Context: an optimization exercise on an open-source flow, tuned for a short achievable clock period and few clock cycles. The choices shown serve that exercise and are no tape-out recipe.
Only simulation tests tie the RTL to the original design; equivalence was not proved.

Setup of v6:
## cpu
module cpu(
    input clk,
    input rst,
    input [31:0] instr,
    input [4:0] raddr,
    output [31:0] dm_addr,    
    output [31:0] dm_wdata,   
    output dm_we,             
    input [31:0] dm_rdata,    
    output [31:0] pc,
    output [31:0] odata
    );
Settings: LEC_CHECK=0, CAP_MARGIN=40, CORE_MARGIN=2, CORE_UTILIZATION=30, SETUP_SLACK_MARGIN=0.5, SLEW_MARGIN=40, SYNTH_HIERARCHICAL=1; clock period 18.0 ns.
standard.sh (not shown) runs the stock make flow with config.mk's settings and CLKGATE_MAP_FILE= SYNTH_SCRIPT=/design/flow/synth_recipe.tcl, a recipe that flattens the netlist after the stock synthesis.
==> flow/flow/run.sh <==
#!/bin/bash
# The standard layout (standard.sh: the standard synthesis and the ORFS
# steps, unchanged), with two make variables added:
#  - the port buffers that ORFS puts on every input and output are plain
#    buffers instead of the delay cells it picks by default.
set -euo pipefail
bash standard.sh "BUFFER_PORTS_ARGS=-buffer_cell sky130_fd_sc_hd__buf_4" \
    SETUP_SLACK_MARGIN=9.5 finish > standard.log 2>&1
Testbench counts of v6, summed over its fixed seeds: cycles 93,351.
The inputs of v7 differ from those of v6 as listed below.
--- a/flow/design.v
+++ b/flow/design.v
@@ -922,24 +922,57 @@
                ({32{o_srl}}  & shr) |
                ({32{o_sra}}  & sha) |
                ({32{o_passb}} & b);
 endmodule
 `timescale 1ns / 1ps
 module mux32x32(
     input  [1023:0] d,        
     input  [4:0]    s,
     output [31:0]   y
     );
     assign y = d[s*32 +: 32];
 endmodule
+module dec5to32(
+    input  [4:0]  s,
+    output [31:0] oh
+    );
+    assign oh = 32'd1 << s;
+endmodule
+module selbit(
+    input  [31:0] oh,
+    input  [31:0] v,
+    output        y
+    );
+    assign y = |(oh & v);
+endmodule
+module dbgport(
+    input  [1023:0] d,        
+    input  [4:0]    s,
+    output [31:0]   y
+    );
+    genvar q, b, i;
+    generate
+        for (q = 0; q < 4; q = q + 1) begin : Q
+            wire [31:0] oh;
+            dec5to32 dec_i(.s(s), .oh(oh));
+            for (b = 8*q; b < 8*q + 8; b = b + 1) begin : B
+                wire [31:0] v;
+                for (i = 0; i < 32; i = i + 1) begin : V
+                    assign v[i] = d[32*i + b];
+                end
+                selbit sel_i(.oh(oh), .v(v), .y(y[b]));
+            end
+        end
+    endgenerate
+endmodule
 `timescale 1ns / 1ps
 module dec(
     input  [31:0] ins,
     output [4:0]  rs,
     output [4:0]  rt,
     output        rd_rs,      
     output        rd_rt,      
     output [4:0]  wd,         
     output        wen,        
     output        alu,        
     output        ld,
     output        st,
@@ -1155,25 +1188,25 @@
             reg [31:0] q;
             always @(posedge clk or posedge rst) begin
                 if (rst)
                     q <= 32'd0;
                 else if (dw_en1 && dw_a1 == g)
                     q <= dw_d1;
                 else if (dw_en0 && dw_a0 == g)
                     q <= dw_d0;
             end
             assign dbb[32*g +: 32] = q;
         end
     endgenerate
-    mux32x32 dbrd_i(.d(dbb), .s(raddr), .y(odata));
+    dbgport dbrd_i(.d(dbb), .s(raddr), .y(odata));
     reg  [5:0]  icw_idx;
     reg  [4:0]  icw_tag;
     reg  [31:0] icw_data;
     reg         icw_en;
     always @(posedge clk) begin
         icw_idx  <= pc[7:2];
         icw_tag  <= pc[12:8];
         icw_data <= instr;
     end
     always @(posedge clk or posedge rst) begin
         if (rst)
             icw_en <= 1'b0;
@@ -1235,28 +1268,28 @@
         .o_add(op1[0]), .o_sub(op1[1]), .o_and(op1[2]), .o_or(op1[3]), .o_xor(op1[4]),
         .o_nor(op1[5]), .o_slt(op1[6]), .o_sltu(op1[7]), .o_sll(op1[8]), .o_srl(op1[9]),
         .o_sra(op1[10]), .o_passb(op1[11]));
     wire dep_s = wen0 & rdrs1 & (rs1 == wd0);
     wire dep_t = wen0 & rdrt1 & (rt1 == wd0);
     wire pair_ok = ~((ld0 | st0) & (ld1 | st1)) & ~(mul0 & mul1) &
                    (~(dep_s | dep_t) | ((alu0c | ld0 | jal0) & alu1c) |
                     ((ld1 | st1) & (~dep_s | op0[0]) & ~dep_t) |
                     ((alu0c | ld0) & (beq1 | bne1)));
     wire late1 = (beq1 | bne1) & (dep_s | dep_t);
     wire issue1 = avail1 & pair_ok;
     wire [31:0] rs0_rf, rt0_rf, rs1_rf, rt1_rf;
-    mux32x32 rd0_i(.d(rfb), .s(rs0), .y(rs0_rf));
-    mux32x32 rd1_i(.d(rfb), .s(rt0), .y(rt0_rf));
-    mux32x32 rd2_i(.d(rfb), .s(rs1), .y(rs1_rf));
-    mux32x32 rd3_i(.d(rfb), .s(rt1), .y(rt1_rf));
+    dbgport rd0_i(.d(rfb), .s(rs0), .y(rs0_rf));
+    dbgport rd1_i(.d(rfb), .s(rt0), .y(rt0_rf));
+    dbgport rd2_i(.d(rfb), .s(rs1), .y(rs1_rf));
+    dbgport rd3_i(.d(rfb), .s(rt1), .y(rt1_rf));
     wire [31:0] vs0 = (wen1e && ex_wd1 == rs0) ? res1 : (ex_wen0 && ex_wd0 == rs0) ? res0 : rs0_rf;
     wire [31:0] vt0 = (wen1e && ex_wd1 == rt0) ? res1 : (ex_wen0 && ex_wd0 == rt0) ? res0 : rt0_rf;
     wire [31:0] vs1 = (wen1e && ex_wd1 == rs1) ? res1 : (ex_wen0 && ex_wd0 == rs1) ? res0 : rs1_rf;
     wire [31:0] vt1 = (wen1e && ex_wd1 == rt1) ? res1 : (ex_wen0 && ex_wd0 == rt1) ? res0 : rt1_rf;
     wire [31:0] nseq8    = nseq4 + 32'd4;
     wire [31:0] nseq12   = nseq4 + 32'd8;
     wire [31:0] b_tgtp8 = b_tgt + 32'd8;
     wire [31:0] yp4      = yaddr + 32'd4;
     wire [31:0] yp8      = yaddr + 32'd8;
     wire [31:0] lk0   = sel_t0 ? b_tgtp4 : nseq4;
     wire [31:0] lk8_0 = sel_t0 ? b_tgtp8 : nseq8;
     wire [31:0] lk1   = taken ? yp4 : nseq8;
[summary]
- v7 | ERROR | 6_report
- Going from v6 to v7, cell row count lost 2.3%; total number of clock tree sinks barely changed; detailed-route wire length grew by 6.3%; first-iteration DRC count lost 1510; via count has decreased.
- [compare] base=v6 new=v7: total met3 wirelength after detailed routing shrank by 14000 microns, width of the die shrank by 2.2%.
- v7 ended with more routing usage on met3 than v6.
- Relative to v6, final weighted congestion in routability-driven placement increased by 0.026 in v7.
- | routed wire length on met2 | v7 vs v6 | 8.8% higher |
Testbench counts of v7, summed over its fixed seeds: cycles 93,351.

[afterwards: timing with drivers on the ports]
Ports are ideal in the flow. The routed layout listed here was re-timed in OpenROAD.
Step 1 (the two cells are an assumption about what drives the block):
set clk [get_ports {clk}]
set_driving_cell -lib_cell sky130_fd_sc_hd__clkbuf_16 $clk
set_driving_cell -lib_cell sky130_fd_sc_hd__buf_2 [delete_from_list [all_inputs] $clk]
Step 2 moves the port delays by t, midway between the first and last clock arrival at a register: inputs arrive t later, outputs are due t later. That takes back most of the time a late clock gives input paths.
Three values: ideal, step 1, step 2; two values: the first two.
run: v6
t (ns): 1.223
setup WS [ns]: 8.929 / 8.755 / 7.914
worst data-port slew with drivers (ns): 0.37
After both steps setup and hold are still met in v6. The setup slack of v6 moves by -0.174 ns with the drivers and by -1.015 ns with both steps.
